Background: an optimization exercise with open tools, aiming at small area, a short achievable clock period and few clock cycles per item. Do not read the settings as production practice.
No functional check of the RTL was part of any run shown here.

===== flow/flow/run.sh =====
#!/bin/bash
# The standard layout (the standard.sh, standard synthesis unchanged) with
# two changes to how the layout is made: the port buffers use the smallest
# buffer cell, and timing repair aims for 7.6 ns of setup slack.
set -o pipefail
bash standard.sh "BUFFER_PORTS_ARGS=-buffer_cell sky130_fd_sc_hd__buf_1" SETUP_SLACK_MARGIN=7.6  finish > flow_make.log 2>&1

===== flow/standard.sh =====
#!/bin/bash
# synth_recipe.tcl (not shown) runs the flow's synth.tcl, then flattens the netlist and writes it again
# the make line also repeats each setting of config.mk as NAME=value (left out here)
make -C /OpenROAD-flow-scripts/flow DESIGN_CONFIG=/design/flow/config.mk WORK_HOME=/design/flow/orfs CLKGATE_MAP_FILE= SYNTH_SCRIPT=/design/flow/synth_recipe.tcl "${@:-finish}"

===== flow/config.mk =====
export PLATFORM = sky130hd
export DESIGN_NAME = fp_sqrt
export DESIGN_NICKNAME = fp_sqrt
export VERILOG_FILES = /design/flow/design.v
export SDC_FILE = /design/flow/constraint.sdc
export NUM_CORES = 4
export LEC_CHECK = 0
export ABC_AREA = 1
export ABC_CLOCK_PERIOD_IN_PS = 2500
export CAP_MARGIN = 20
export CORE_MARGIN = 2
export CORE_UTILIZATION = 40
export SETUP_SLACK_MARGIN = 5
export SLEW_MARGIN = 20
export TNS_END_PERCENT = 30

===== flow/constraint.sdc =====
create_clock -name core_clock -period 11.0 [get_ports {clk}]
set_input_delay 2.2000 -clock core_clock [delete_from_list [all_inputs] [get_ports {clk}]]
set_output_delay 2.2000 -clock core_clock [all_outputs]
set_load 0.01 [all_outputs]

===== flow/design.v =====
module integer_sqrt #(parameter K = 1, parameter S = 1) (clk, start, odd, frac, root, done);
    input clk;
    input start;
    input odd;
    input [51:0] frac;
    output [27:0] root;
    output done;
    localparam C  = (28 - S) / K;    
    localparam CW = (C < 16) ? 4 : 5;
    reg [28:0] q;                    
    reg rdy;                         
    reg [29:0] rem;                  
    reg [CW-1:0] cnt;                
    reg [2*K-1:0] p;                 
    assign root = q[27:0];
    assign done = rdy;
    function [2*K-1:0] fetch;
        input [CW-1:0] c;
        input e0;
        reg [K-1:0] ev;              
        reg [K:0]   od;              
        integer n, k, i;
        begin
            ev = 0;
            od = 0;
            for (n = 0; n < C; n = n + 1)
                if (c == n)
                    for (k = 0; k <= K; k = k + 1) begin
                        i = 25 - S - K*n - k;
                        if (k < K && i >= 0) ev[K-1-k] = frac[2*i];
                        if (i >= 0) od[K-k] = frac[2*i+1];
                    end
            for (k = 0; k < K; k = k + 1)
                fetch[2*K-1-2*k -: 2] = e0 ? {od[K-k], ev[K-1-k]} : {ev[K-1-k], od[K-1-k]};
        end
    endfunction
    localparam TW = 2*S + 2;
    function [2*S+2:0] topsqrt;      
        input [TW-1:0] mt;
        reg [S:0] r;
        reg [S+1:0] m;
        reg [S+3:0] t;
        integer u;
        begin
            r = 1;
            m = mt[TW-1:TW-2] - 1'b1;
            for (u = 0; u < S; u = u + 1) begin
                t = {m, mt[2*S-1-2*u -: 2]} - {r, 2'b01};
                if (!t[S+3]) begin
                    m = t;
                    r = {r, 1'b1};
                end else begin
                    m = {m, mt[2*S-1-2*u -: 2]};
                    r = {r, 1'b0};
                end
            end
            topsqrt = {r, m};
        end
    endfunction
    wire [2*S+2:0] tab_odd  [0:(1 << 2*S) - 1];
    wire [2*S+2:0] tab_even [0:(1 << 2*S+1) - 1];
    genvar v;
    generate
        for (v = 0; v < (1 << 2*S); v = v + 1) begin : todd
            assign tab_odd[v] = topsqrt({2'b01, v[2*S-1:0]});
        end
        for (v = 0; v < (1 << 2*S+1); v = v + 1) begin : teven
            assign tab_even[v] = topsqrt({1'b1, v[2*S:0]});
        end
    endgenerate
    wire [2*S+2:0] top_odd  = tab_odd[frac[51 -: 2*S]];
    wire [2*S+2:0] top_even = tab_even[frac[51 -: 2*S+1]];
    wire [S:0] r0 = odd ? top_odd[2*S+2 -: S+1] : top_even[2*S+2 -: S+1];
    wire [S+1:0] m0 = odd ? top_odd[S+1:0] : top_even[S+1:0];
    wire [29:0] rs [0:K/2];
    wire [28:0] qs [0:K/2];
    assign rs[0] = rem;
    assign qs[0] = q;
    genvar g;
    generate
        for (g = 0; g < K/2; g = g + 1) begin : stage
            wire [1:0] p1 = p[2*K-1-4*g -: 2];
            wire [1:0] p2 = p[2*K-3-4*g -: 2];
            wire sg = rs[g][29];
            wire [28:0] qn = qs[g] ^ {29{~sg}};
            wire [30:0] t1 = {rs[g][28:0], p1} + {qn, 2'b11};
            wire [30:0] x = {rs[g][26:0], p1, p2};
            wire [30:0] a = {qn[27:0], 3'b111};
            wire [30:0] b = {qn[26:0], 4'b1000};
            wire [30:0] t2s = x + a;
            wire [30:0] hp = x ^ a;
            wire [30:0] hg = x & a;
            wire [30:0] cs = hp ^ b;
            wire [30:0] cc = hg | (hp & b);
            wire [30:0] t2b = cs + {cc[29:0], 1'b0};
            wire s1 = t1[30];
            wire [30:0] t2 = (s1 == sg) ? t2b : t2s;
            assign rs[g+1] = {t2[30], t2[28:0]};
            assign qs[g+1] = {qs[g][26:0], ~s1, ~t2[30]};
        end
    endgenerate
    always @(posedge clk) begin
        if (start) begin
            q   <= r0;
            rdy <= 1'b0;
            rem <= m0;
            cnt <= 1;
            p   <= fetch(0, odd);
        end else begin
            if (!q[28]) q <= qs[K/2];
            rdy <= rdy | q[28-K];
            rem <= rs[K/2];
            cnt <= cnt + 1'b1;
            p   <= fetch(cnt, odd);
        end
    end
endmodule
module fp_sqrt(reset, clk, i_sign, i_exp, i_frac, ready, o_sign, o_exp, o_frac);
    input reset;
    input clk;
    input i_sign;
    input wire [10:0] i_exp;
    input wire [51:0] i_frac;
    output wire ready;
    output reg o_sign;
    output reg [10:0] o_exp;
    output wire [51:0] o_frac;
    wire [27:0] root;
    always @(posedge clk) begin
        if (reset) begin
            o_sign <= i_sign;
            o_exp  <= (i_exp >> 1) + 11'd511 + i_exp[0];
        end
    end
    integer_sqrt #(.K(2), .S(2)) rooter(.clk(clk), .start(reset), .odd(i_exp[0]),
                        .frac(i_frac), .root(root), .done(ready));
    assign o_frac = {root, 24'd0};
endmodule

==> results of run 1 <==
-- cells by family after synthesis --
logic type | count (synthesis)
DFF | 80
and+or+nand+nor | 528
xor gates and xnor gates | 84
buffers and inverters | 325
adders and majority gates | 122
other | 1
AOI/OAI and AO/OA | 254
-- cells in the mapped netlist, types with 5 or more instances --
library cell,count,area [um2]
edfxtp_1,15,450
clkbuf_1,9,33.8
a31oi_1,6,37.5
nor4_1,5,31.3
a21oi_1,101,505
nand4_1,10,62.6
o211ai_1,6,45.0
xor2_1,58,508
nor2_1,123,462
o21ai_0,62,310
buf_4,53,398
ha_1,95,1190
nand3_1,81,405
dfxtp_1,65,1300
fa_1,27,541
o22ai_1,22,138
xnor2_1,24,210
nor3_1,13,65.1
inv_1,249,935
a21o_1,15,113
nand2_1,277,1040
buf_2,11,55.1
o21ai_1,6,30.0
o21bai_1,7,52.6
-- layout make-up --
class                      count  area (um2)  share of cell area (%)
multi-input combinational   1013        6740                    62.5
tap                          313         392                    3.63
timing repair inverter         1        7.51                  0.0696
clock inverter                 7        71.3                   0.662
timing repair buffer         129         638                    5.92
clock buffer                   9         225                    2.09
inverter                     251         953                    8.84
sequential                    80        1760                    16.3
-- per-stage QoR --
step                instance area, um2  util [%]  hold slack [ns]
finish                           10800      47.3            0.458
global route                     10800      47.3            0.475
CTS                              10200      44.8            0.460
detailed placement                9810      43.0            0.450
global placement                  9810      43.0            0.437
floorplan                         9500         -            0.413
-- repair_timing --
| action | CTS | global route |
|---|---|---|
| hold endpoints to repair | 0 | 0 |
| gates resized for setup | 14 | 71 |
| endpoints found under the setup margin | 65 | 56 |
| setup buffers | 4 | 16 |
| pin swaps | 0 | 9 |
| cloned | 0 | 3 |
-- metal layers --
layer | global-route usage, % | wire length [um]
met5 | 0 | 0
met4 | 8.78 | 935
met3 | 2.95 | 1240
met2 | 38.4 | 13200
met1 | 27.0 | 11800
-- registers in the layout (all words and copies together), names as in the netlist --
signal and count:
rooter.q 29, rooter.cnt 4, rooter.p 4, o_exp 11
o_sign 1, rooter.rem 30, rooter.rdy 1
-- path summary, 6_finish.rpt --
check	start	to	slack, ns
worst min register to register	rooter.cnt[0]	rooter.cnt[0]	0.46
worst max register to register	rooter.rem[29]	rooter.q[0]	7.71
worst max-delay path	i_exp[0]	o_exp[9]	7.67
worst min-delay path	rooter.cnt[0]	rooter.cnt[0]	0.46
==> reports/results.ini, run 1 <==
[layout]
fillers=2389
mostFrequentLayoutCells=274 x nand2_1, 247 x inv_1, 119 x nor2_1
final_layout_size_suffix_gt1_share_pct=8.59
instances_no_fill=1803
area_growth_pct=15.1
diodes=0
nNetsFinal=1673
final_common_cell=nand2_1

[place]
dp_hpwl_mm=21.7
dp_cells=1764
dp_slack_ns=6.64
numPortBuffers=106
gp_congestion=0.953

[cts]
cts_hold_buf=0
clkTransAtPathRegs_ns=0.07
cts_inserted_buffers=9
clock_latency_ns=0.35
clk_root_buffer_cell=clkbuf_16
cts_tree=yes
htree_levels=3
clk_path_buf_depth=2
cts.sinks=80

[synthesis]
synth_top_family_by_area=simple AND/OR/NAND/NOR gates
ys_seq_elements=80
ys.flop_type=dfxtp_1
ys_types=54
synth.avg_cell_area_um2=6.72
ys.warnings.count=72
synth_compound_area_share_pct=15.9
synth-adder-area-share_pct=18.5
synth_xor_area_share_pct=8.02
synth_edf_count=15
synth.area.mux_share_pct=0
synthArstFlopShare_pct=0
syn_area_um2=9360
syn_inst=1394
synth_simple_gate_area_share_pct=23.5
ys_seq_area_share_pct=18.7

[sta]
rsz0062_at_grt=yes
skew_ns=0.0104
max_freq_ghz=0.300
setup_tns_ns=0
worstMarginPinSlew_ns=0.680
slew_headroom_pct=54.5
setup_viol=0
post-route-period-util_pct=30.3
period_minus_slack_ns=3.33
slew_viol_final=0
hold_viol=0
worst_slack_ns=7.67

[worst_setup_path]
reg2reg_depth=17
critPathBufInv=2
path_common_cell=nor3_2
worst_path_max_delay_cell=buf_1
critical_path.max_fanout=11
cp_slowest_stage_delay_ns=0.42
critPathLaunchType=input port
crit_chain=buf_1 > inv_4 > ha_4 > nand2_1 > nor3_2 > nand3b_1 > nor3_2 > xor2_1
arrival_ns=3.45
crit_family=buffers and inverters
endpoint_kind=register
path_depth=8
required_ns=11.11
worst-setup-path-type=input port to register

[flow_run]
maxCapViolCount=0

[die]
die_h_um=157
die-area_um2=24600
ios=131
die_x_um=157
row_count=55
design.core.area_um2=22800
start_util_pct=41.1

[global_routing]
overflow=0
grt_max_degree=34
antenna_found_initial=0
grt_pass1_vias=8606
grt_util_all_layers_pct=21.9
grt_pass1_wl_mm=42.6

[routing]
antenna_left=0
drt-pass1-iter-count=5
drc=0
drtIter0Drc=499
vias=8968
wire_per_inst_um=15.1
viasPerCell=4.97
drt-total-wl_mm=27.2

[min_path]
min_path_cells=1
hp-class=register to register

[status]
status=no timing/DRC/antenna violations

==> inputs of run 2 (changes only) <==
--- a/flow/design.v
+++ b/flow/design.v
@@ -83,16 +83,15 @@
             wire [1:0] p2 = p[2*K-3-4*g -: 2];
             wire sg = rs[g][29];
             wire [28:0] qn = qs[g] ^ {29{~sg}};
-            wire [30:0] t1 = {rs[g][28:0], p1} + {qn, 2'b11};
+            wire [30:0] t1, t2s, t2b;
+            pfadd #(31) a1(.a({rs[g][28:0], p1}), .b({qn, 2'b11}), .s(t1));
             wire [30:0] x = {rs[g][26:0], p1, p2};
-            wire [30:0] a = {qn[27:0], 3'b111};
-            wire [30:0] b = {qn[26:0], 4'b1000};
-            wire [30:0] t2s = x + a;
-            wire [30:0] hp = x ^ a;
-            wire [30:0] hg = x & a;
-            wire [30:0] cs = hp ^ b;
-            wire [30:0] cc = hg | (hp & b);
-            wire [30:0] t2b = cs + {cc[29:0], 1'b0};
+            pfadd #(31) a2(.a(x), .b({qn[27:0], 3'b111}), .s(t2s));
+            wire [30:0] ca = {qn[26:0], 4'b1111};
+            wire [30:0] cb = {qn[27:0], 3'b000};
+            wire [30:0] cs = x ^ ca ^ cb;
+            wire [30:0] cc = (x & ca) | (x & cb) | (ca & cb);
+            pfadd #(31) a3(.a(cs), .b({cc[29:0], 1'b0}), .s(t2b));
             wire s1 = t1[30];
             wire [30:0] t2 = (s1 == sg) ? t2b : t2s;
             assign rs[g+1] = {t2[30], t2[28:0]};
@@ -115,6 +114,30 @@
         end
     end
 endmodule
+module pfadd #(parameter N = 31) (a, b, s);
+    input [N-1:0] a;
+    input [N-1:0] b;
+    output [N-1:0] s;
+    wire [N-1:0] p0 = a ^ b;
+    reg [N-1:0] g, p, gn, pn;
+    integer i, d;
+    always @(*) begin
+        g = a & b;
+        p = p0;
+        for (d = 1; d < N; d = d * 2) begin
+            gn = g;
+            pn = p;
+            for (i = 0; i < N; i = i + 1)
+                if (i & d) begin
+                    gn[i] = g[i] | (p[i] & g[(i & ~(d-1)) - 1]);
+                    pn[i] = p[i] & p[(i & ~(d-1)) - 1];
+                end
+            g = gn;
+            p = pn;
+        end
+    end
+    assign s = p0 ^ {g[N-2:0], 1'b0};
+endmodule
 module fp_sqrt(reset, clk, i_sign, i_exp, i_frac, ready, o_sign, o_exp, o_frac);
     input reset;
     input clk;
==> flow/flow/run.sh (replaced) <==
#!/bin/bash
# The standard layout (the standard.sh, standard synthesis unchanged) with
# two changes to how the layout is made: the port buffers use the smallest
# buffer cell, and timing repair aims for 7.75 ns of setup slack.
set -o pipefail
bash standard.sh "BUFFER_PORTS_ARGS=-buffer_cell sky130_fd_sc_hd__buf_1" SETUP_SLACK_MARGIN=7.75  finish > flow_make.log 2>&1
==> reports/results.ini, run 2 <==
[routing]
drc=0  ; unchanged
wire_per_inst_um=14.6  ; -3.2%
drt-total-wl_mm=23.7  ; -13%
drtIter0Drc=460  ; -7.8%
viasPerCell=4.92  ; -1.0%
antenna_left=0  ; unchanged
drt-pass1-iter-count=7  ; +2
vias=7979  ; -11%

[sta]
slew_viol_final=0  ; unchanged
slew_headroom_pct=56.8  ; +2.3 points
period_minus_slack_ns=3.37  ; +0.0379 ns
post-route-period-util_pct=30.7  ; +0.34 points
setup_tns_ns=0  ; unchanged
hold_viol=0  ; unchanged
skew_ns=0.00939  ; -0.00101 ns
worst_hold_slack_ns=0.461  ; +0.00274 ns
worstMarginPinSlew_ns=0.646  ; -0.0346 ns
worst_slack_ns=7.63  ; -0.0379 ns
setup_viol=0  ; unchanged
max_freq_ghz=0.297  ; -1.1%
rsz0062_at_grt=yes

[place]
numPortBuffers=106  ; unchanged
gp_congestion=0.874  ; -8.3%
dp_cells=1544  ; -12%
dp_slack_ns=6.90  ; +0.253 ns
placed_area_um2=8910  ; -9.1%
dp_hpwl_mm=16.6  ; -23%

[layout]
diodes=0  ; unchanged
area_growth_pct=26.8
fillers=2005  ; -16%
post-route-cell-area_um2=10700  ; -0.92%
max_flop_register=rooter.rem
fin_util_pct=51.3  ; +4.0 points
top_regs=rooter.rem x30, rooter.q x29, o_exp x11
largest_reg_flops=30  ; unchanged
multi_input_area_um2=6610  ; -1.8%
mostFrequentLayoutCells=245 x nand2_1, 161 x inv_1, 103 x buf_1
final_layout_size_suffix_gt1_share_pct=17.4  ; +8.8 points
seqCellArea_um2=1760  ; unchanged
nNetsFinal=1516  ; -9.4%
final_common_cell=nand2_1
instances_no_fill=1621  ; -10%

[synthesis]
synth_most_common_cell=nand2_1
ys_top_cells_by_area=dfxtp_1 15%, ha_1 13%, nand2_1 11%
synthTopCellsByCount=258 x nand2_1, 170 x inv_1, 109 x nor2_1
synthArstFlopShare_pct=0  ; unchanged
synth_edf_count=15  ; unchanged
syn_area_um2=8420  ; -10%
ys.warnings.count=73  ; +1.4%
syn_inst=1206  ; -13%
synth_top_cell_area_share_pct=15.4  ; +1.5 points
synth.avg_cell_area_um2=6.99  ; +4.0%
ys_seq_area_share_pct=20.8  ; +2.1 points
synth_top_cell_by_area=dfxtp_1
ys_types=45  ; -17%
ys_seq_elements=80  ; unchanged
ys.flop_type=dfxtp_1

[die]
die_h_um=149  ; -5.0%
design.core.area_um2=20800  ; -8.6%
start_util_pct=40.5  ; -0.65 points
row_count=53  ; -3.6%
ios=131  ; unchanged
die_x_um=149  ; -5.0%
die-area_um2=22200  ; -9.8%

[worst_setup_path]
worst-setup-path-type=register to output port
endpoint_kind=output port
critical_path.max_fanout=2  ; -9
required_ns=8.80  ; -2.31 ns
worstSetupStartpoint=rooter.q[1]
r2r-start=rooter.rem[29]
r2r_setup_slack_ns=7.72  ; about the same
critPathLaunchType=register
arrival_ns=1.17  ; -2.28 ns

[status]
status=no timing/DRC/antenna violations

[cts]
cts_hold_buf=0  ; unchanged
clk_root_buffer_cell=clkbuf_16
cts_inserted_buffers=9  ; unchanged
htree_levels=3  ; unchanged
cts_tree=yes
clock_latency_ns=0.36  ; about the same
cts.sinks=80  ; unchanged
clk_path_buf_depth=2  ; unchanged
clkTransAtPathRegs_ns=0.06  ; about the same

[global_routing]
grt_util_met1_pct=26.7  ; -0.29 points
grt_util_all_layers_pct=20.2  ; -1.6 points
grt.busiest_layer=met2
grt_pass1_vias=7450  ; -13%
gr-usage-met3_pct=2.51  ; -0.44 points
met2_usage_pct=34.3  ; -4.1 points
overflow=0  ; unchanged
grt_pass1_wl_mm=35.9  ; -16%
grt_max_degree=33  ; -2.9%
antenna_found_initial=0  ; unchanged

[min_path]
hp-class=register to register
hold_start=rooter.cnt[0]

[flow_run]
maxCapViolCount=0  ; unchanged

==> run 2: critical path: stages (launching register included) <==
cell	delay (ns)
edfxtp_1	0.49
buf_4	0.20
buf_1	0.13
==> run 2: logic make-up (layout without fill, tap and decap cells) <==
group                      count (synthesis)  count (layout)  share of synthesized area, %
and+or+nand+nor                          505             509                          26.1
AOI/OAI and AO/OA                        188             188                          13.1
other                                      1              24                        0.0445
adders and majority gates                109             109                          17.9
xor gates and xnor gates                  82              82                          8.53
buffers and inverters                    241             354                          13.6
DFF                                       80              80                          20.8
==> run 2: cell type report <==
cell class	count	share of cell area, %
clock buffers	10	2.24
clock inverters	6	0.633
inverters	172	6.35
multi-input cells	912	61.9
flip-flops and latches	80	16.4
well taps	275	3.22
repair buffers	165	9.14
repair inverters	1	0.0703
==> run 2: worst paths after layout <==
check | cells past startpoint | end
max | 2 | o_frac[25]
min | 1 | rooter.cnt[0]
max reg2reg | 16 | rooter.q[0]
min reg2reg | 1 | rooter.cnt[0]
==> run 2: repair_timing <==
action | CTS | global route
setup endpoints to repair | 69 | 71
pin swaps | 15 | 55
cloned | 1 | 4
gates resized for setup | 80 | 93
buffers inserted | 26 | 30
==> run 2: per-layer routing <==
| layer | vias up | wire (um) |
|---|---|---|
| met2 | 218 | 11300 |
| met1 | 3630 | 10500 |
| met3 | 32 | 1300 |
| met5 | - | 0 |
| li1 | 4099 | - |
| met4 | 0 | 529 |
==> inputs of run 3 (changes only) <==
--- a/flow/config.mk
+++ b/flow/config.mk
@@ -5,7 +5,6 @@
 export SDC_FILE = /design/flow/constraint.sdc
 export NUM_CORES = 4
 export LEC_CHECK = 0
-export ABC_AREA = 1
 export ABC_CLOCK_PERIOD_IN_PS = 2500
 export CAP_MARGIN = 20
 export CORE_MARGIN = 2
==> reports/results.ini, run 3 <==
[flow_run]
maxCapViolCount=0  ; unchanged

[layout]
diodes=0  ; unchanged
fillers=1821  ; -9.2%
post-route-cell-area_um2=10600  ; -0.64%
largest_reg_flops=30  ; unchanged
fin_util_pct=52.8  ; +1.5 points
mostFrequentLayoutCells=101 x buf_1, 98 x nor2_1, 62 x dfxtp_1
nNetsFinal=1276  ; -16%
max_flop_register=rooter.rem
area_growth_pct=30.3
instances_no_fill=1376  ; -15%
top_regs=rooter.rem x30, rooter.q x29, o_exp x11
final_common_cell=buf_1
final_layout_size_suffix_gt1_share_pct=20.7  ; +3.3 points

[sta]
setup_tns_ns=0  ; unchanged
period_minus_slack_ns=3.45  ; +0.0813 ns
rsz0062_at_grt=yes
setup_viol=0  ; unchanged
max_freq_ghz=0.290  ; -2.4%
worst_hold_slack_ns=0.444  ; -0.0175 ns
slew_headroom_pct=46.0  ; -11 points
skew_ns=0.00587  ; -0.00352 ns
worst_slack_ns=7.55  ; -0.0813 ns
slew_viol_final=0  ; unchanged
worstMarginPinSlew_ns=0.809  ; +0.163 ns
post-route-period-util_pct=31.4  ; +0.74 points
hold_viol=0  ; unchanged

[die]
die-area_um2=21500  ; -3.2%
start_util_pct=40.5  ; +0.070 points
die_h_um=147  ; -1.6%
row_count=52  ; -1.9%
ios=131  ; unchanged
die_x_um=147  ; -1.6%
design.core.area_um2=20100  ; -3.4%

[place]
dp_slack_ns=6.50  ; -0.396 ns
gp_congestion=0.857  ; -2.0%
dp_cells=1286  ; -17%
dp_hpwl_mm=16.6  ; -0.16%
placed_area_um2=8800  ; -1.3%
numPortBuffers=106  ; unchanged

[synthesis]
synthArstFlopShare_pct=0  ; unchanged
synth-adder-area-share_pct=19.0  ; +1.1 points
syn_area_um2=8150  ; -3.3%
ys.warnings.count=73  ; unchanged
ys_seq_elements=80  ; unchanged
synth_simple_gate_area_share_pct=14.2  ; -12 points
synth.avg_cell_area_um2=8.46  ; +21%
synth_top_cell_by_area=dfxtp_1
ys.flop_type=dfxtp_1
synthTopCellsByCount=99 x nor2_1, 90 x ha_1, 65 x dfxtp_1
synth_xor_area_share_pct=12.3  ; +3.8 points
ys_seq_area_share_pct=21.5  ; +0.71 points
synth_edf_count=15  ; unchanged
synth.area.mux_share_pct=5.44  ; +5.4 points
synth_top_family_by_area=compound AO/OA/AOI/OAI gates
ys_types=66  ; +47%
ys_top_cells_by_area=dfxtp_1 16%, ha_1 14%, xnor2_1 6.8%
synth_most_common_cell=nor2_1
synth_compound_area_share_pct=19.2  ; +6.2 points
syn_inst=963  ; -20%
synth_top_cell_area_share_pct=16.0  ; +0.52 points

[cts]
clk_root_buffer_cell=clkbuf_16
cts_inserted_buffers=9  ; unchanged
clk_path_buf_depth=2  ; unchanged
cts_tree=yes
clock_latency_ns=0.36  ; about the same
htree_levels=3  ; unchanged
clkTransAtPathRegs_ns=0.07  ; about the same
cts_hold_buf=0  ; unchanged
cts.sinks=80  ; unchanged

[global_routing]
grt_max_degree=76  ; +130%
grt_pass1_vias=7292  ; -2.1%
grt_pass1_wl_mm=37.8  ; +5.1%
antenna_found_initial=0  ; unchanged
overflow=0  ; unchanged
grt_util_all_layers_pct=21.9  ; +1.7 points

[min_path]
hp-class=register to register

[routing]
drtIter0Drc=410  ; -11%
viasPerCell=5.41  ; +9.9%
drt-pass1-iter-count=5  ; -2
vias=7443  ; -6.7%
drc=0  ; unchanged
wire_per_inst_um=17.3  ; +19%
drt-total-wl_mm=23.8  ; +0.60%
antenna_left=0  ; unchanged

[worst_setup_path]
crit_family=compound AO/OA/AOI/OAI gates
crit_chain=buf_12 > buf_12 > xnor2_4 > fa_1 > ha_4 > a211oi_4 > o21ai_2 > a22oi_2 > o21ai_2 > or2_4 > a211oi_2 > xnor2_1 > a211o_1
critPathBufInv=2  ; unchanged
worst-setup-path-type=register to register
arrival_ns=3.57  ; +2.40 ns
endpoint_kind=register
required_ns=11.12  ; +2.32 ns
critPathLaunchType=register
worst_path_max_delay_cell=fa_1
cp_slowest_stage_delay_ns=0.49  ; about the same
critical_path.max_fanout=7  ; +5

[status]
status=no timing/DRC/antenna violations

==> run 3: cell count changes in the layout (fill, tap and decap cells not counted), sizes merged, moves of 14 or more <==
cell / change
nand3: -71
xnor2: +26
mux2i: +42
nand2: -233
buf: +20
nand2b: +14
inv: -122
==> run 3: worst paths after layout <==
| check | cells after the start | end | startpoint | slack (ns) |
|---|---|---|---|---|
| worst min-delay path | 1 | rooter.cnt[0] | rooter.cnt[0] | 0.44 |
| worst max-delay path | 13 | rooter.q[0] | rooter.rem[29] | 7.55 |
| worst max register to register | 13 | rooter.q[0] | rooter.rem[29] | 7.55 |
| worst min register to register | 1 | rooter.cnt[0] | rooter.cnt[0] | 0.44 |
==> run 3: kinds of logic (layout without fill, tap and decap cells) <==
| kind of cell | Yosys count | count (layout) |
|---|---|---|
| AND/OR/NAND/NOR | 250 | 250 |
| AO/OA/AOI/OAI | 239 | 239 |
| flip-flops | 80 | 80 |
| buffers and inverters | 125 | 245 |
| other | 1 | 24 |
| XOR/XNOR | 111 | 111 |
| multiplexers | 44 | 44 |
| adder cells (fa/ha/maj) | 113 | 113 |
==> run 3: repair_timing <==
item                                    in CTS  in global routing
cloned                                       2                  0
setup buffers                               59                 13
pin swaps                                   46                 24
endpoints found under the setup margin      60                 67
gates resized for setup                    115                 31
==> run 3: final cells by class <==
cell class / count / area [um2] / area share (%)
multi-input cells: 781 / 6880 / 64.8
clock buffers: 9 / 225 / 2.12
inverters: 46 / 183 / 1.72
flip-flops and latches: 80 / 1760 / 16.6
repair buffers: 183 / 1160 / 11.0
well taps: 270 / 338 / 3.18
clock inverters: 7 / 70.1 / 0.660
==> run 3: per-layer routing <==
layer,GRT usage (%),up-vias,routed length (um)
met5,0,-,0
met1,28.1,3520,10400
met3,3.11,52,960
met4,9.51,0,919
li1,-,3648,-
met2,36.9,223,11600
==> inputs of run 4 (changes only) <==
--- a/flow/design.v
+++ b/flow/design.v
@@ -84,7 +84,7 @@
             wire sg = rs[g][29];
             wire [28:0] qn = qs[g] ^ {29{~sg}};
             wire [30:0] t1, t2s, t2b;
-            pfadd #(31) a1(.a({rs[g][28:0], p1}), .b({qn, 2'b11}), .s(t1));
+            assign t1 = {rs[g][28:0], p1} + {qn, 2'b11};
             wire [30:0] x = {rs[g][26:0], p1, p2};
             pfadd #(31) a2(.a(x), .b({qn[27:0], 3'b111}), .s(t2s));
             wire [30:0] ca = {qn[26:0], 4'b1111};
@@ -119,22 +119,21 @@
     input [N-1:0] b;
     output [N-1:0] s;
     wire [N-1:0] p0 = a ^ b;
-    reg [N-1:0] g, p, gn, pn;
+    reg [N-1:0] g, p;
     integer i, d;
     always @(*) begin
         g = a & b;
         p = p0;
-        for (d = 1; d < N; d = d * 2) begin
-            gn = g;
-            pn = p;
-            for (i = 0; i < N; i = i + 1)
-                if (i & d) begin
-                    gn[i] = g[i] | (p[i] & g[(i & ~(d-1)) - 1]);
-                    pn[i] = p[i] & p[(i & ~(d-1)) - 1];
-                end
-            g = gn;
-            p = pn;
-        end
+        for (d = 1; d < N; d = d * 2)
+            for (i = 2*d - 1; i < N; i = i + 2*d) begin
+                g[i] = g[i] | (p[i] & g[i-d]);
+                p[i] = p[i] & p[i-d];
+            end
+        for (d = 16; d >= 1; d = d / 2)
+            for (i = 3*d - 1; i < N; i = i + 2*d) begin
+                g[i] = g[i] | (p[i] & g[i-d]);
+                p[i] = p[i] & p[i-d];
+            end
     end
     assign s = p0 ^ {g[N-2:0], 1'b0};
 endmodule
--- a/flow/config.mk
+++ b/flow/config.mk
@@ -5,6 +5,7 @@
 export SDC_FILE = /design/flow/constraint.sdc
 export NUM_CORES = 4
 export LEC_CHECK = 0
+export ABC_AREA = 1
 export ABC_CLOCK_PERIOD_IN_PS = 2500
 export CAP_MARGIN = 20
 export CORE_MARGIN = 2
==> reports/results.ini, run 4 <==
[status]
status=no timing/DRC/antenna violations

[flow_run]
maxCapViolCount=0  ; unchanged

[cts]
clkTransAtPathRegs_ns=0.07  ; about the same
cts_inserted_buffers=9  ; unchanged
cts_hold_buf=0  ; unchanged
clk_root_buffer_cell=clkbuf_16
cts_tree=yes
clock_latency_ns=0.35  ; about the same
cts.sinks=80  ; unchanged
htree_levels=3  ; unchanged
clk_path_buf_depth=2  ; unchanged

[routing]
drc=0  ; unchanged
antenna_left=0  ; unchanged
drt-total-wl_mm=22.3  ; -6.5%
vias=7352  ; -1.2%
drtIter0Drc=341  ; -17%
viasPerCell=4.83  ; -11%
drt-pass1-iter-count=5  ; unchanged
wire_per_inst_um=14.6  ; -16%

[synthesis]
synthTopCellsByCount=241 x nand2_1, 174 x inv_1, 90 x ha_1
syn_area_um2=8350  ; +2.5%
synth_most_common_cell=nand2_1
ys_top_cells_by_area=dfxtp_1 16%, ha_1 13%, nand2_1 11%
ys.flop_type=dfxtp_1
ys.warnings.count=73  ; unchanged
ys_types=46  ; -30%
ys_seq_elements=80  ; unchanged
syn_inst=1125  ; +17%
synth.avg_cell_area_um2=7.42  ; -12%
synth_edf_count=15  ; unchanged
synth_top_cell_area_share_pct=15.6  ; -0.39 points
ys_seq_area_share_pct=21.0  ; -0.52 points
synthArstFlopShare_pct=0  ; unchanged
synth_top_cell_by_area=dfxtp_1

[global_routing]
grt_util_all_layers_pct=19.8  ; -2.1 points
overflow=0  ; unchanged
grt_pass1_vias=7141  ; -2.1%
grt_max_degree=38  ; -50%
antenna_found_initial=0  ; unchanged
grt_pass1_wl_mm=34.7  ; -8.2%

[layout]
max_flop_register=rooter.rem
largest_reg_flops=30  ; unchanged
final_layout_size_suffix_gt1_share_pct=17.7  ; -3.0 points
final_common_cell=nand2_1
area_growth_pct=22.1
seqCellArea_um2=1760  ; -0.14%
diodes=0  ; unchanged
multi_input_area_um2=6210  ; -9.6%
mostFrequentLayoutCells=224 x nand2_1, 161 x inv_1, 105 x buf_1
nNetsFinal=1448  ; +13%
fillers=1974  ; +8.4%
top_regs=rooter.rem x30, rooter.q x29, o_exp x11

[sta]
setup_viol=0  ; unchanged
skew_ns=0.0128  ; +0.00688 ns
hold_viol=0  ; unchanged
setup_tns_ns=0  ; unchanged
period_minus_slack_ns=3.35  ; -0.102 ns
slew_viol_final=0  ; unchanged
post-route-period-util_pct=30.5  ; -0.92 points
max_freq_ghz=0.298  ; +3.0%
worstMarginPinSlew_ns=0.562  ; -0.247 ns
rsz0062_at_grt=yes
slew_headroom_pct=62.4  ; +16 points

[worst_setup_path]
critical_path.max_fanout=7  ; unchanged
arrival_ns=3.60  ; +0.03 ns
worst-setup-path-type=register to register
required_ns=11.25  ; +0.13 ns
endpoint_kind=register
critPathLaunchType=register

[die]
ios=131  ; unchanged
start_util_pct=41.0  ; +0.47 points
row_count=52  ; unchanged
die-area_um2=22000  ; +2.4%
die_h_um=148  ; +1.2%
design.core.area_um2=20400  ; +1.3%
die_x_um=148  ; +1.2%

[place]
gp_congestion=0.842  ; -1.8%
numPortBuffers=106  ; unchanged
dp_hpwl_mm=16.2  ; -2.2%

[min_path]
hp-class=register to register

-- run 4: changes by cell type after synthesis, moves of 11 or more --
cell      change
a21oi_1      -14
fa_1         +26
inv_1       +129
mux2i_1      -42
nand2_1     +190
nand2_2      +25
nand2b_1     -14
nand3_1      +39
nor2_2       +11
o21ai_0      -32
o22ai_1      +13
xnor2_1      -33
-- run 4: logic make-up after synthesis --
family / synth area share [%]
xor gates and xnor gates: 7.66
and+or+nand+nor: 23.3
buffers and inverters: 14.0
adders and majority gates: 24.3
other: 0.0449
AOI/OAI and AO/OA: 9.73
DFF: 21.0
-- run 4: layout make-up --
class,instances,share of cell area [%]
Tap cell,270,3.31
Timing Repair inverter,1,0.0736
Sequential cell,80,17.2
Clock inverter,6,1.06
Timing Repair Buffer,155,8.51
Clock buffer,10,2.25
Inverter,176,6.66
Multi-Input combinational cell,824,60.9
-- run 4: layer usage --
layer  vias to the layer above  part of all wire [%]  track usage (%)
met1                      3386                    45             25.6
met2                       200                    48             34.1
li1                       3742                     -                -
met4                         0                   1.5             5.19
met3                        24                   5.0             3.68
met5                         -                     0                0
-- run 4: critical path, stage by stage (launching register included) --
cell      delay (ns)
dfxtp_4         0.38
buf_12          0.16
buf_6           0.15
nand2_1         0.12
nand2_4         0.12
ha_1            0.24
a21oi_1         0.14
nand2_1         0.12
ha_4            0.25
nand2_1         0.06
nand2_1         0.07
nand2_1         0.06
nand2_1         0.07
a21oi_2         0.18
nand2_4         0.09
inv_2           0.06
o21bai_1        0.08
a31o_2          0.21
fa_2            0.33
xor2_1          0.15
o21ai_1         0.13
nor2_1          0.05
-- run 4: final timing paths --
path	endpoint	depth (start not counted)	startpoint	slack (ns)
max	rooter.rem[23]	21	rooter.rem[29]	7.65
min	rooter.cnt[0]	1	rooter.cnt[0]	0.45
max reg2reg	rooter.rem[23]	21	rooter.rem[29]	7.65
min reg2reg	rooter.cnt[0]	1	rooter.cnt[0]	0.45
-- run 4: through the flow --
stage / cells / hold slack [ns] / cell area (um2) / util [%] / setup slack [ns]
6_report: 1522 / 0.453 / 10200 / 50.1 / 7.65
3_5_place_dp: 1456 / 0.440 / 8910 / 43.7 / 7.01
2_1_floorplan: 1148 / 0.411 / 8720 / - / 7.58
4_1_cts: 1503 / 0.457 / 9850 / 48.4 / 7.63
3_3_place_gp: 1456 / 0.432 / 8910 / 43.7 / 6.96
5_1_grt: 1522 / 0.482 / 10200 / 50.1 / 7.46
-- run 4: timing repair --
item | 4_1_cts | 5_1_grt
setup buffers | 31 | 16
pin swaps | 38 | 22
setup endpoints to repair | 70 | 68
gates cloned | 0 | 3
resized for setup | 67 | 42
hold endpoints to repair | 0 | 0
==> inputs of run 5 (changes only) <==
--- a/flow/design.v
+++ b/flow/design.v
@@ -6,16 +6,16 @@
     output [27:0] root;
     output done;
     localparam C  = (28 - S) / K;    
-    localparam CW = (C < 16) ? 4 : 5;
+    localparam JW = (C + 1) / 2;     
     reg [28:0] q;                    
     reg rdy;                         
     reg [29:0] rem;                  
-    reg [CW-1:0] cnt;                
+    reg [JW-1:0] jc;                 
     reg [2*K-1:0] p;                 
     assign root = q[27:0];
     assign done = rdy;
     function [2*K-1:0] fetch;
-        input [CW-1:0] c;
+        input [C-1:0] c;             
         input e0;
         reg [K-1:0] ev;              
         reg [K:0]   od;              
@@ -24,7 +24,7 @@
             ev = 0;
             od = 0;
             for (n = 0; n < C; n = n + 1)
-                if (c == n)
+                if (c[n])
                     for (k = 0; k <= K; k = k + 1) begin
                         i = 25 - S - K*n - k;
                         if (k < K && i >= 0) ev[K-1-k] = frac[2*i];
@@ -32,6 +32,21 @@
                     end
             for (k = 0; k < K; k = k + 1)
                 fetch[2*K-1-2*k -: 2] = e0 ? {od[K-k], ev[K-1-k]} : {ev[K-1-k], od[K-1-k]};
+        end
+    endfunction
+    function [C-1:0] jdec;
+        input [JW-1:0] j;
+        integer n;
+        begin
+            for (n = 0; n < C; n = n + 1)
+                if (n == 0)
+                    jdec[n] = ~j[0] & ~j[JW-1];
+                else if (n < JW)
+                    jdec[n] = j[n-1] & ~j[n];
+                else if (n == JW)
+                    jdec[n] = j[JW-1] & j[0];
+                else
+                    jdec[n] = ~j[n-JW-1] & j[n-JW];
         end
     endfunction
     localparam TW = 2*S + 2;
@@ -83,15 +98,10 @@
             wire [1:0] p2 = p[2*K-3-4*g -: 2];
             wire sg = rs[g][29];
             wire [28:0] qn = qs[g] ^ {29{~sg}};
-            wire [30:0] t1, t2s, t2b;
-            assign t1 = {rs[g][28:0], p1} + {qn, 2'b11};
+            wire [30:0] t1 = {rs[g][28:0], p1} + {qn, 2'b11};
             wire [30:0] x = {rs[g][26:0], p1, p2};
-            pfadd #(31) a2(.a(x), .b({qn[27:0], 3'b111}), .s(t2s));
-            wire [30:0] ca = {qn[26:0], 4'b1111};
-            wire [30:0] cb = {qn[27:0], 3'b000};
-            wire [30:0] cs = x ^ ca ^ cb;
-            wire [30:0] cc = (x & ca) | (x & cb) | (ca & cb);
-            pfadd #(31) a3(.a(cs), .b({cc[29:0], 1'b0}), .s(t2b));
+            wire [30:0] t2s = x + {qn, 3'b111};
+            wire [30:0] t2b = x + {qn, 4'b1111} + {qn, 3'b000};
             wire s1 = t1[30];
             wire [30:0] t2 = (s1 == sg) ? t2b : t2s;
             assign rs[g+1] = {t2[30], t2[28:0]};
@@ -103,39 +113,16 @@
             q   <= r0;
             rdy <= 1'b0;
             rem <= m0;
-            cnt <= 1;
-            p   <= fetch(0, odd);
+            jc  <= 1;
+            p   <= fetch(1, odd);
         end else begin
             if (!q[28]) q <= qs[K/2];
             rdy <= rdy | q[28-K];
             rem <= rs[K/2];
-            cnt <= cnt + 1'b1;
-            p   <= fetch(cnt, odd);
+            jc  <= {jc[JW-2:0], ~jc[JW-1]};
+            p   <= fetch(jdec(jc), odd);
         end
     end
-endmodule
-module pfadd #(parameter N = 31) (a, b, s);
-    input [N-1:0] a;
-    input [N-1:0] b;
-    output [N-1:0] s;
-    wire [N-1:0] p0 = a ^ b;
-    reg [N-1:0] g, p;
-    integer i, d;
-    always @(*) begin
-        g = a & b;
-        p = p0;
-        for (d = 1; d < N; d = d * 2)
-            for (i = 2*d - 1; i < N; i = i + 2*d) begin
-                g[i] = g[i] | (p[i] & g[i-d]);
-                p[i] = p[i] & p[i-d];
-            end
-        for (d = 16; d >= 1; d = d / 2)
-            for (i = 3*d - 1; i < N; i = i + 2*d) begin
-                g[i] = g[i] | (p[i] & g[i-d]);
-                p[i] = p[i] & p[i-d];
-            end
-    end
-    assign s = p0 ^ {g[N-2:0], 1'b0};
 endmodule
 module fp_sqrt(reset, clk, i_sign, i_exp, i_frac, ready, o_sign, o_exp, o_frac);
     input reset;
==> reports/results.ini, run 5 <==
[synthesis]
ys.warnings.count=72  ; -1.4%
ys.flop_type=dfxtp_1
syn_area_um2=9190  ; +10%
synthTopCellsByCount=262 x nand2_1, 151 x inv_1, 116 x ha_1, 116 x nor2_1, 90 x a21oi_1
ys_top_cells_by_area=ha_1 16%, dfxtp_1 15%, nand2_1 11%
synth_top_cell_area_share_pct=15.8  ; +0.22 points
ys_types=50  ; +8.7%
ys_seq_area_share_pct=19.7  ; -1.3 points
synth_top_cell_by_area=ha_1
ys_seq_elements=83  ; +3.8%
synth_most_common_cell=nand2_1
synthArstFlopShare_pct=0  ; unchanged
synth.avg_cell_area_um2=6.93  ; -6.7%
synth_edf_count=15  ; unchanged
syn_inst=1326  ; +18%

[sta]
slew_viol_final=0  ; unchanged
post-route-period-util_pct=30.3  ; -0.17 points
skew_ns=0.0157  ; +0.00296 ns
period_minus_slack_ns=3.33  ; -0.0184 ns
slew_headroom_pct=64.8  ; +2.4 points
setup_tns_ns=0  ; unchanged
max_freq_ghz=0.300  ; +0.55%
worstMarginPinSlew_ns=0.522  ; -0.0398 ns
hold_viol=0  ; unchanged
setup_viol=0  ; unchanged
rsz0062_at_grt=yes

[layout]
final_common_cell=nand2_1
instances_no_fill=1707  ; +12%
mostFrequentLayoutCells=259 x nand2_1, 148 x inv_1, 113 x ha_1
diodes=0  ; unchanged
largest_reg_flops=30  ; unchanged
area_growth_pct=12.4
fin_util_pct=45.7  ; -4.3 points
max_flop_register=rooter.rem
final_layout_size_suffix_gt1_share_pct=6.96  ; -11 points
top_regs=rooter.rem x30, rooter.q x29, o_exp x11
nNetsFinal=1601  ; +11%

[worst_setup_path]
cp-endpoint=o_frac[24]
endpoint_kind=output port
arrival_ns=1.13  ; -2.47 ns
r2r_setup_slack_ns=7.81  ; +0.16 ns
critical_path.max_fanout=2  ; -5
r2r-start=rooter.rem[29]
path_common_cell=buf_6
crit_chain=buf_4 > buf_6 > buf_6
worstSetupStartpoint=rooter.q[0]
required_ns=8.80  ; -2.45 ns
r2r-end=rooter.q[0]
cp_slowest_stage_delay_ns=0.40  ; +0.02 ns
worst_path_max_delay_cell=edfxtp_1
critPathLaunchType=register
worst-setup-path-type=register to output port
reg2reg_depth=15  ; -29%

[flow_run]
maxCapViolCount=0  ; unchanged

[routing]
drc=0  ; unchanged
met3_length_mm=1.19  ; +7.9%
met2WireLength_mm=12.6  ; +17%
drt-pass1-iter-count=5  ; unchanged
drtIter0Drc=654  ; +92%
m1WireLength_mm=12.4  ; +23%
highest-signal-layer=met4
antenna_left=0  ; unchanged
wire_per_inst_um=15.8  ; +8.0%
viasPerCell=5.15  ; +6.7%
drt-total-wl_mm=27.0  ; +21%
vias=8799  ; +20%

[die]
design.core.area_um2=22600  ; +11%
die-area_um2=24200  ; +9.7%
ios=131  ; unchanged
die_x_um=156  ; +4.8%
die_h_um=156  ; +4.8%
row_count=55  ; +5.8%
start_util_pct=40.7  ; -0.31 points

[place]
dp_cells=1668  ; +15%
dp_hpwl_mm=20.9  ; +29%
gp_congestion=0.909  ; +8.0%
numPortBuffers=106  ; unchanged

[cts]
cts_inserted_buffers=9  ; unchanged
cts_tree=yes
clk_root_buffer_cell=clkbuf_16
htree_levels=3  ; unchanged
clkTransAtPathRegs_ns=0.07  ; about the same
cts.sinks=83  ; +3.8%
clk_path_buf_depth=2  ; unchanged
cts_hold_buf=0  ; unchanged
clock_latency_ns=0.37  ; +0.02 ns

[global_routing]
overflow=0  ; unchanged
grt_util_all_layers_pct=22.0  ; +2.2 points
antenna_found_initial=0  ; unchanged
grt_pass1_vias=8200  ; +15%
grt_max_degree=37  ; -2.6%
grt_pass1_wl_mm=42.0  ; +21%

[min_path]
hp-class=register to register

[status]
status=no timing/DRC/antenna violations

run 5: changes by cell type in the layout (fill, tap and decap cells not counted), sizes merged, moves of 20 or more:
cell	before	now
o21ai	33	86
a21oi	47	91
buf	155	128
xor2	43	66
ha	90	116
xnor2	30	52
fa	45	2
inv	174	154
a21o	6	35
run 5: repair_timing:
item,CTS,global route
setup buffers,4,16
gates cloned,2,1
endpoints found under the setup margin,75,58
resized for setup,15,37
pin swaps,2,7
run 5: logic make-up after synthesis:
kind of cell	Yosys count	synth area share (%)
buffers and inverters	229	12.1
AO/OA/AOI/OAI	278	17.7
flip-flops	83	19.7
other	1	0.0408
adder cells (fa/ha/maj)	118	16.2
AND/OR/NAND/NOR	499	23.0
XOR/XNOR	118	11.3
run 5: area by class of cell:
type,instances,area [um2]
clock buffer,9,225
clock inverter,7,51.3
fill,2450,12200
inverter,155,637
multi-input combinational,1038,6580
sequential,83,1810
tap,285,357
timing repair buffer,129,656
timing repair inverter,1,7.51
run 5: worst min-delay path by stage:
stage	start	end	slack [ns]	cells past startpoint
final	rooter.jc[5]	rooter.jc[6]	0.45	2
after global routing	rooter.rdy	rooter.rdy	0.48	2
after CTS	rooter.jc[5]	rooter.jc[6]	0.45	2
after detailed placement	rooter.jc[5]	rooter.jc[6]	0.44	2
after global placement	rooter.jc[5]	rooter.jc[6]	0.43	2
after floorplan	rooter.jc[6]	rooter.jc[0]	0.40	1
run 5: worst max-delay path: cells and delay by family, from the launching register on:
family	cells	cell delay (ns)
buffers and inverters	3	0.38
flip-flops	1	0.40
run 5: layer usage:
metal,track usage (%),vias to the layer above
li1,-,4550
met1,29.3,4013
met2,36.7,199
met3,2.33,37
met4,8.34,0
met5,0,-
run 5: metrics by stage:
step / cell area, um2 / hold WS, ns / worst slack [ns]
final: 10300 / 0.451 / 7.67
after global routing: 10300 / 0.481 / 7.59
after CTS: 10000 / 0.453 / 7.65
after detailed placement: 9610 / 0.443 / 6.78
after global placement: 9610 / 0.433 / 6.76
after floorplan: 9360 / 0.400 / 7.48
==> inputs of run 6 (changes only) <==
==> flow/flow/run.sh (replaced) <==
#!/bin/bash
# The standard layout (the standard.sh, standard synthesis unchanged) with
# two changes to how the layout is made: the port buffers use the smallest
# buffer cell, and timing repair aims for 7.9 ns of setup slack.
set -o pipefail
bash standard.sh "BUFFER_PORTS_ARGS=-buffer_cell sky130_fd_sc_hd__buf_1" SETUP_SLACK_MARGIN=7.9  finish > flow_make.log 2>&1
==> reports/results.ini, run 6 <==
[status]
status=no timing/DRC/antenna violations

[layout]
mostFrequentLayoutCells=250 x nand2_1, 146 x inv_1, 109 x nor2_1
nNetsFinal=1618  ; +1.1%
final_common_cell=nand2_1
area_growth_pct=17.7
fillers=2339  ; -4.5%
largest_reg_flops=30  ; unchanged
instances_no_fill=1724  ; +1.0%
post-route-cell-area_um2=10800  ; +4.7%
diodes=0  ; unchanged
max_flop_register=rooter.rem
fin_util_pct=47.9  ; +2.1 points
final_layout_size_suffix_gt1_share_pct=11.0  ; +4.0 points
top_regs=rooter.rem x30, rooter.q x29, o_exp x11

[die]
start_util_pct=40.7  ; unchanged
ios=131  ; unchanged
design.core.area_um2=22600  ; unchanged
die-area_um2=24200  ; unchanged
die_x_um=156  ; unchanged
row_count=55  ; unchanged
die_h_um=156  ; unchanged

[sta]
worstMarginPinSlew_ns=0.538  ; +0.0159 ns
worst_slack_ns=7.71  ; +0.0398 ns
rsz0062_at_grt=yes
setup_tns_ns=0  ; unchanged
max_freq_ghz=0.304  ; +1.2%
skew_ns=0.00900  ; -0.00671 ns
period_minus_slack_ns=3.29  ; -0.0398 ns
setup_viol=0  ; unchanged
hold_viol=0  ; unchanged
post-route-period-util_pct=29.9  ; -0.36 points
slew_viol_final=0  ; unchanged
slew_headroom_pct=63.8  ; -1.1 points
worst_hold_slack_ns=0.442  ; -0.00875 ns

[routing]
vias=8926  ; +1.4%
wire_per_inst_um=15.6  ; -0.98%
drc=0  ; unchanged
drtIter0Drc=598  ; -8.6%
drt-pass1-iter-count=5  ; unchanged
antenna_left=0  ; unchanged
drt-total-wl_mm=27.0  ; about the same
viasPerCell=5.18  ; +0.44%

[min_path]
min_path_cells=2  ; unchanged
worstHoldEndpoint=rooter.jc[6]
hp-class=register to register
hold_start=rooter.jc[5]

[synthesis]
synthArstFlopShare_pct=0  ; unchanged
synthTopCellsByCount=262 x nand2_1, 151 x inv_1, 116 x ha_1, 116 x nor2_1, 90 x a21oi_1
ys_types=50  ; unchanged
ys_seq_area_share_pct=19.7  ; unchanged
ys_seq_elements=83  ; unchanged
synth_top_cell_by_area=ha_1
synth_edf_count=15  ; unchanged
ys_top_cells_by_area=ha_1 16%, dfxtp_1 15%, nand2_1 11%
syn_area_um2=9190  ; unchanged
synth_most_common_cell=nand2_1
ys.flop_type=dfxtp_1
ys.warnings.count=72  ; unchanged
syn_inst=1326  ; unchanged
synth_top_cell_area_share_pct=15.8  ; unchanged
synth.avg_cell_area_um2=6.93  ; unchanged

[cts]
htree_levels=3  ; unchanged
cts_inserted_buffers=9  ; unchanged
clk_root_buffer_cell=clkbuf_16
clock_latency_ns=0.35  ; -0.02 ns
cts.sinks=83  ; unchanged
clk_path_buf_depth=2  ; unchanged
cts_tree=yes
cts_hold_buf=0  ; unchanged
clkTransAtPathRegs_ns=0.07  ; about the same

[worst_setup_path]
worst-setup-path-type=input port to register
r2r_setup_slack_ns=7.98  ; +0.17 ns
r2r-end=rooter.q[0]
critPathLaunchType=input port
reg2reg_depth=13  ; -2
critical_path.max_fanout=2  ; unchanged
required_ns=11.10  ; +2.30 ns
arrival_ns=3.40  ; +2.27 ns
endpoint_kind=register
r2r-start=rooter.rem[29]

[place]
dp_cells=1668  ; unchanged
gp_congestion=0.926  ; +1.9%
dp_hpwl_mm=20.9  ; -0.33%
placed_area_um2=9610  ; unchanged
dp_slack_ns=6.74  ; -0.0341 ns
numPortBuffers=106  ; unchanged

[global_routing]
grt_pass1_vias=8332  ; +1.6%
grt_util_all_layers_pct=21.8  ; -0.18 points
grt_pass1_wl_mm=42.1  ; +0.28%
overflow=0  ; unchanged
grt_max_degree=37  ; unchanged
antenna_found_initial=0  ; unchanged

[flow_run]
maxCapViolCount=0  ; unchanged

run 6: cell types whose count changed in the layout (fill, tap and decap cells not counted), moves of 3 or more:
cell | before | now
nand2_1 | 259 | 250
a21oi_2 | 1 | 5
xnor2_1 | 41 | 28
nand2_2 | 4 | 12
buf_4 | 19 | 33
xnor2_2 | 11 | 19
ha_4 | 2 | 7
ha_1 | 113 | 108
xnor2_4 | 0 | 5
nand3_1 | 72 | 68
a21oi_1 | 90 | 86
buf_6 | 3 | 6
nand3_2 | 2 | 5
run 6: critical path: stages:
cell and delay, ns:
buf_12 0.12, clkinv_16 0.04, ha_4 0.13, ha_4 0.14, nand2_4 0.04, or3_4 0.38, nor2_4 0.12, inv_2 0.05
nor2_2 0.10, xor2_1 0.06
run 6: worst max path at each step:
stage / slack [ns] / startpoint / cells past startpoint / endpoint
2_1_floorplan: 7.48 / i_exp[1] / 9 / o_exp[8]
3_3_place_gp: 6.77 / reset / 4 / rooter.q[2]
3_5_place_dp: 6.74 / reset / 4 / rooter.q[2]
4_1_cts: 7.69 / i_exp[0] / 10 / o_exp[8]
5_1_grt: 7.66 / i_exp[0] / 10 / o_exp[8]
6_report: 7.71 / i_exp[0] / 10 / o_exp[8]
run 6: cell families after synthesis:
logic type      synth area share [%]
compound gates                  17.7
xor+xnor                        11.3
fa+ha+maj                       16.2
buf+inv                         12.1
flops                           19.7
other cells                   0.0408
simple gates                    23.0
run 6: metal layers:
layer / up-vias / global-route usage (%) / routed length, um
li1: 4581 / - / -
met1: 4113 / 29.0 / 12600
met2: 196 / 36.7 / 12700
met3: 36 / 2.61 / 974
met4: 0 / 7.47 / 673
met5: - / 0 / 0
run 6: area by class of cell:
class                           instances  area [um2]  area share (%)
Multi-Input combinational cell       1038        6900            63.9
Sequential cell                        83        1820            16.8
Timing Repair Buffer                  146         782            7.23
Inverter                              155         649            6.01
Tap cell                              285         357            3.30
Clock buffer                           10         229            2.12
Clock inverter                          6        65.1           0.602
Timing Repair inverter                  1        7.51          0.0695
run 6: timing repair:
item,4_1_cts,5_1_grt
hold endpoints to repair,0,0
gates resized for setup,25,88
gates cloned,1,1
buffers inserted,13,25
pin swaps,6,17
setup endpoints to repair,103,70
==> inputs of run 7 (changes only) <==
--- a/flow/design.v
+++ b/flow/design.v
@@ -6,17 +6,20 @@
     output [27:0] root;
     output done;
     localparam C  = (28 - S) / K;    
-    localparam JW = (C + 1) / 2;     
+    localparam CW = (C < 16) ? 4 : 5;
     reg [28:0] q;                    
     reg rdy;                         
     reg [29:0] rem;                  
-    reg [JW-1:0] jc;                 
+    reg [CW-1:0] cnt;                
     reg [2*K-1:0] p;                 
+    reg ob;                          
     assign root = q[27:0];
     assign done = rdy;
-    function [2*K-1:0] fetch;
-        input [C-1:0] c;             
+    function [2*K:0] fetch;          
+        input [CW-1:0] c;
         input e0;
+        input first;                 
+        input oprev;                 
         reg [K-1:0] ev;              
         reg [K:0]   od;              
         integer n, k, i;
@@ -24,29 +27,16 @@
             ev = 0;
             od = 0;
             for (n = 0; n < C; n = n + 1)
-                if (c[n])
+                if (c == n)
                     for (k = 0; k <= K; k = k + 1) begin
                         i = 25 - S - K*n - k;
                         if (k < K && i >= 0) ev[K-1-k] = frac[2*i];
-                        if (i >= 0) od[K-k] = frac[2*i+1];
+                        if (k > 0 && i >= 0) od[K-k] = frac[2*i+1];
                     end
+            od[K] = first ? frac[2*(25-S)+1] : oprev;
             for (k = 0; k < K; k = k + 1)
                 fetch[2*K-1-2*k -: 2] = e0 ? {od[K-k], ev[K-1-k]} : {ev[K-1-k], od[K-1-k]};
-        end
-    endfunction
-    function [C-1:0] jdec;
-        input [JW-1:0] j;
-        integer n;
-        begin
-            for (n = 0; n < C; n = n + 1)
-                if (n == 0)
-                    jdec[n] = ~j[0] & ~j[JW-1];
-                else if (n < JW)
-                    jdec[n] = j[n-1] & ~j[n];
-                else if (n == JW)
-                    jdec[n] = j[JW-1] & j[0];
-                else
-                    jdec[n] = ~j[n-JW-1] & j[n-JW];
+            fetch[2*K] = od[0];
         end
     endfunction
     localparam TW = 2*S + 2;
@@ -113,14 +103,14 @@
             q   <= r0;
             rdy <= 1'b0;
             rem <= m0;
-            jc  <= 1;
-            p   <= fetch(1, odd);
+            cnt <= 1;
+            {ob, p} <= fetch(0, odd, 1'b1, 1'b0);
         end else begin
             if (!q[28]) q <= qs[K/2];
             rdy <= rdy | q[28-K];
             rem <= rs[K/2];
-            jc  <= {jc[JW-2:0], ~jc[JW-1]};
-            p   <= fetch(jdec(jc), odd);
+            cnt <= cnt + 1'b1;
+            {ob, p} <= fetch(cnt, odd, 1'b0, ob);
         end
     end
 endmodule
==> flow/flow/run.sh (replaced) <==
#!/bin/bash
# The standard layout (the standard.sh, standard synthesis unchanged) with
# two changes to how the layout is made: the port buffers use the smallest
# buffer cell, and timing repair aims for 7.75 ns of setup slack.
set -o pipefail
bash standard.sh "BUFFER_PORTS_ARGS=-buffer_cell sky130_fd_sc_hd__buf_1" SETUP_SLACK_MARGIN=7.75  finish > flow_make.log 2>&1
==> reports/results.ini, run 7 <==
[worst_setup_path]
critPathLaunchType=register
arrival_ns=1.19  ; -2.21 ns
endpoint_kind=output port
required_ns=8.80  ; -2.30 ns
worst-setup-path-type=register to output port
r2r_setup_slack_ns=7.83  ; -0.15 ns
critical_path.max_fanout=4  ; +2

[sta]
period_minus_slack_ns=3.39  ; +0.0951 ns
setup_tns_ns=0  ; unchanged
slew_headroom_pct=61.5  ; -2.3 points
hold_viol=0  ; unchanged
post-route-period-util_pct=30.8  ; +0.86 points
skew_ns=0.00682  ; -0.00218 ns
worstMarginPinSlew_ns=0.572  ; +0.0344 ns
slew_viol_final=0  ; unchanged
setup_viol=0  ; unchanged
max_freq_ghz=0.295  ; -2.8%
rsz0062_at_grt=yes

[synthesis]
synth.area.mux_share_pct=0  ; unchanged
ys_top_cells_by_area=ha_1 16%, dfxtp_1 14%, nand2_1 10%
synth_top_family_by_area=simple AND/OR/NAND/NOR gates
ys.flop_type=dfxtp_1
ys_seq_area_share_pct=19.4  ; -0.31 points
ys_seq_elements=81  ; -2.4%
ys.warnings.count=72  ; unchanged
synth-adder-area-share_pct=16.9  ; +0.66 points
synth_edf_count=15  ; unchanged
synth_simple_gate_area_share_pct=23.1  ; +0.16 points
syn_inst=1315  ; -0.83%
synth_top_cell_by_area=ha_1
synth_most_common_cell=nand2_1
synthArstFlopShare_pct=0  ; unchanged
ys_types=50  ; unchanged
syn_area_um2=9130  ; -0.65%
synthTopCellsByCount=242 x nand2_1, 145 x nor2_1, 140 x inv_1
synth_xor_area_share_pct=11.2  ; -0.022 points
synth.avg_cell_area_um2=6.94  ; +0.18%
synth_top_cell_area_share_pct=16.5  ; +0.65 points
synth_compound_area_share_pct=17.7  ; +0.021 points

[layout]
mostFrequentLayoutCells=238 x nand2_1, 140 x nor2_1, 136 x inv_1
largest_reg_flops=30  ; unchanged
seqCellArea_um2=1780  ; -2.3%
max_flop_register=rooter.rem
top_regs=rooter.rem x30, rooter.q x29, o_exp x11
final_layout_size_suffix_gt1_share_pct=9.54  ; -1.4 points
diodes=0  ; unchanged
nNetsFinal=1598  ; -1.2%
multi_input_area_um2=6780  ; -1.8%
area_growth_pct=14.5
final_common_cell=nand2_1
fillers=2317  ; -0.94%

[routing]
viasPerCell=5.20  ; +0.34%
vias=8832  ; -1.1%
drc=0  ; unchanged
drtIter0Drc=678  ; +13%
drt-total-wl_mm=27.0  ; +0.31%
drt-pass1-iter-count=5  ; unchanged
antenna_left=0  ; unchanged
wire_per_inst_um=15.9  ; +1.7%

[min_path]
hp-class=register to register

[cts]
clock_latency_ns=0.36  ; about the same
clk_root_buffer_cell=clkbuf_16
cts_inserted_buffers=9  ; unchanged
htree_levels=3  ; unchanged
clkTransAtPathRegs_ns=0.07  ; about the same
cts_tree=yes
cts.sinks=81  ; -2.4%
clk_path_buf_depth=2  ; unchanged

[die]
die-area_um2=24000  ; -0.64%
die_x_um=155  ; -0.32%
die_h_um=155  ; -0.32%
ios=131  ; unchanged
design.core.area_um2=22500  ; -0.30%
row_count=55  ; unchanged
start_util_pct=40.6  ; -0.14 points

[status]
status=no timing/DRC/antenna violations

[global_routing]
overflow=0  ; unchanged
grt_pass1_vias=8284  ; -0.58%
grt_pass1_wl_mm=42.1  ; about the same
grt_util_all_layers_pct=22.0  ; +0.16 points
antenna_found_initial=0  ; unchanged
grt_max_degree=40  ; +8.1%

[flow_run]
maxCapViolCount=0  ; unchanged

[place]
dp_hpwl_mm=20.5  ; -1.7%
numPortBuffers=106  ; unchanged
gp_congestion=0.945  ; +2.0%

==> run 7: changes by cell type after synthesis, moves of 5 or more <==
| cell | change |
|---|---|
| a211oi_2 | +5 |
| a21oi_1 | +5 |
| a22oi_1 | -5 |
| inv_1 | -11 |
| nand2_1 | -20 |
| nor2_1 | +29 |
| nor3_1 | -6 |
| o21ai_1 | -7 |
==> run 7: logic make-up after synthesis <==
| kind of cell | Yosys count |
|---|---|
| other cells | 1 |
| simple gates | 505 |
| compound gates | 273 |
| xor+xnor | 117 |
| buf+inv | 216 |
| fa+ha+maj | 122 |
| flops | 81 |
==> run 7: cell type report <==
cell class | instances | area share, %
Multi-Input combinational cell | 1042 | 64.9
Tap cell | 285 | 3.41
Inverter | 142 | 5.38
Timing Repair inverter | 2 | 0.144
Timing Repair Buffer | 132 | 6.49
Sequential cell | 81 | 17.0
Clock inverter | 7 | 0.587
Clock buffer | 9 | 2.15
==> run 7: final timing paths <==
kind	to	start	cells past startpoint
setup / recovery	o_frac[25]	rooter.q[1]	2
hold / removal	rooter.rdy	rooter.rdy	2
setup reg to reg	rooter.q[0]	rooter.q[1]	16
hold reg to reg	rooter.rdy	rooter.rdy	2
==> run 7: metal layers <==
| layer | track usage (%) | routed length (um) | vias up |
|---|---|---|---|
| met1 | 29.1 | 12200 | 4043 |
| li1 | - | - | 4527 |
| met3 | 2.65 | 1370 | 34 |
| met4 | 6.57 | 631 | 0 |
| met5 | 0 | 0 | - |
| met2 | 37.6 | 12800 | 228 |
==> run 7: repair_timing <==
action,CTS,global route
hold buffers,0,0
setup endpoints to repair,72,51
buffers inserted,13,9
gates cloned,2,2
pin swaps,2,7
resized for setup,16,56
==> run 7: critical path, cell delays in order, from the launching register on <==
cell and delay (ns):
edfxtp_1 0.51, buf_4 0.19, clkbuf_2 0.13
==> run 7: per-stage QoR <==
step           hold WS [ns]  util [%]  instance area, um2  std cells  setup slack, ns
4_1_cts               0.472      44.6               10000       1689             7.67
3_3_place_gp          0.441      42.4                9540       1658             6.23
2_1_floorplan         0.412         -                9290       1338             7.35
6_report              0.473      46.4               10500       1700             7.61
5_1_grt               0.507      46.4               10500       1700             7.61
3_5_place_dp          0.456      42.4                9540       1658             6.22

separate check: timing with driven ports:
The results above use ideal ports. As a check the final layouts listed here were re-extracted and re-timed, cells and wires unchanged. Step 1, drivers: a clkbuf_16 drives clk and a buf_2 each remaining input, both assumed. Step 2 adds t to the input delays and takes it off the output delays; t is the mean of the earliest and latest rising clock arrival at the registers after step 1. Input paths then give back, and output paths get back, about the clock's delay inside the block. Slacks: ideal / step 1 / step 2; pairs: ideal / step 1.
run	t, ns	setup WS [ns]	latest minus earliest clock arrival (ns)
run 1	0.392	7.665 / 7.627 / 7.289	0.014 / 0.014
run 2	0.398	7.627 / 7.584 / 7.349	0.009 / 0.009
run 3	0.400	7.546 / 7.546 / 7.254	0.007 / 0.006
run 4	0.387	7.648 / 7.648 / 7.356	0.013 / 0.013
run 5	0.406	7.666 / 7.617 / 7.257	0.016 / 0.015
run 6	0.397	7.706 / 7.683 / 7.308	0.009 / 0.009
run 7	0.411	7.611 / 7.563 / 7.300	0.010 / 0.010
After both steps every run listed still meets setup and hold. The setup slack of run 5, which loses most, moves by -0.049 ns with the drivers and by -0.409 ns with both steps.
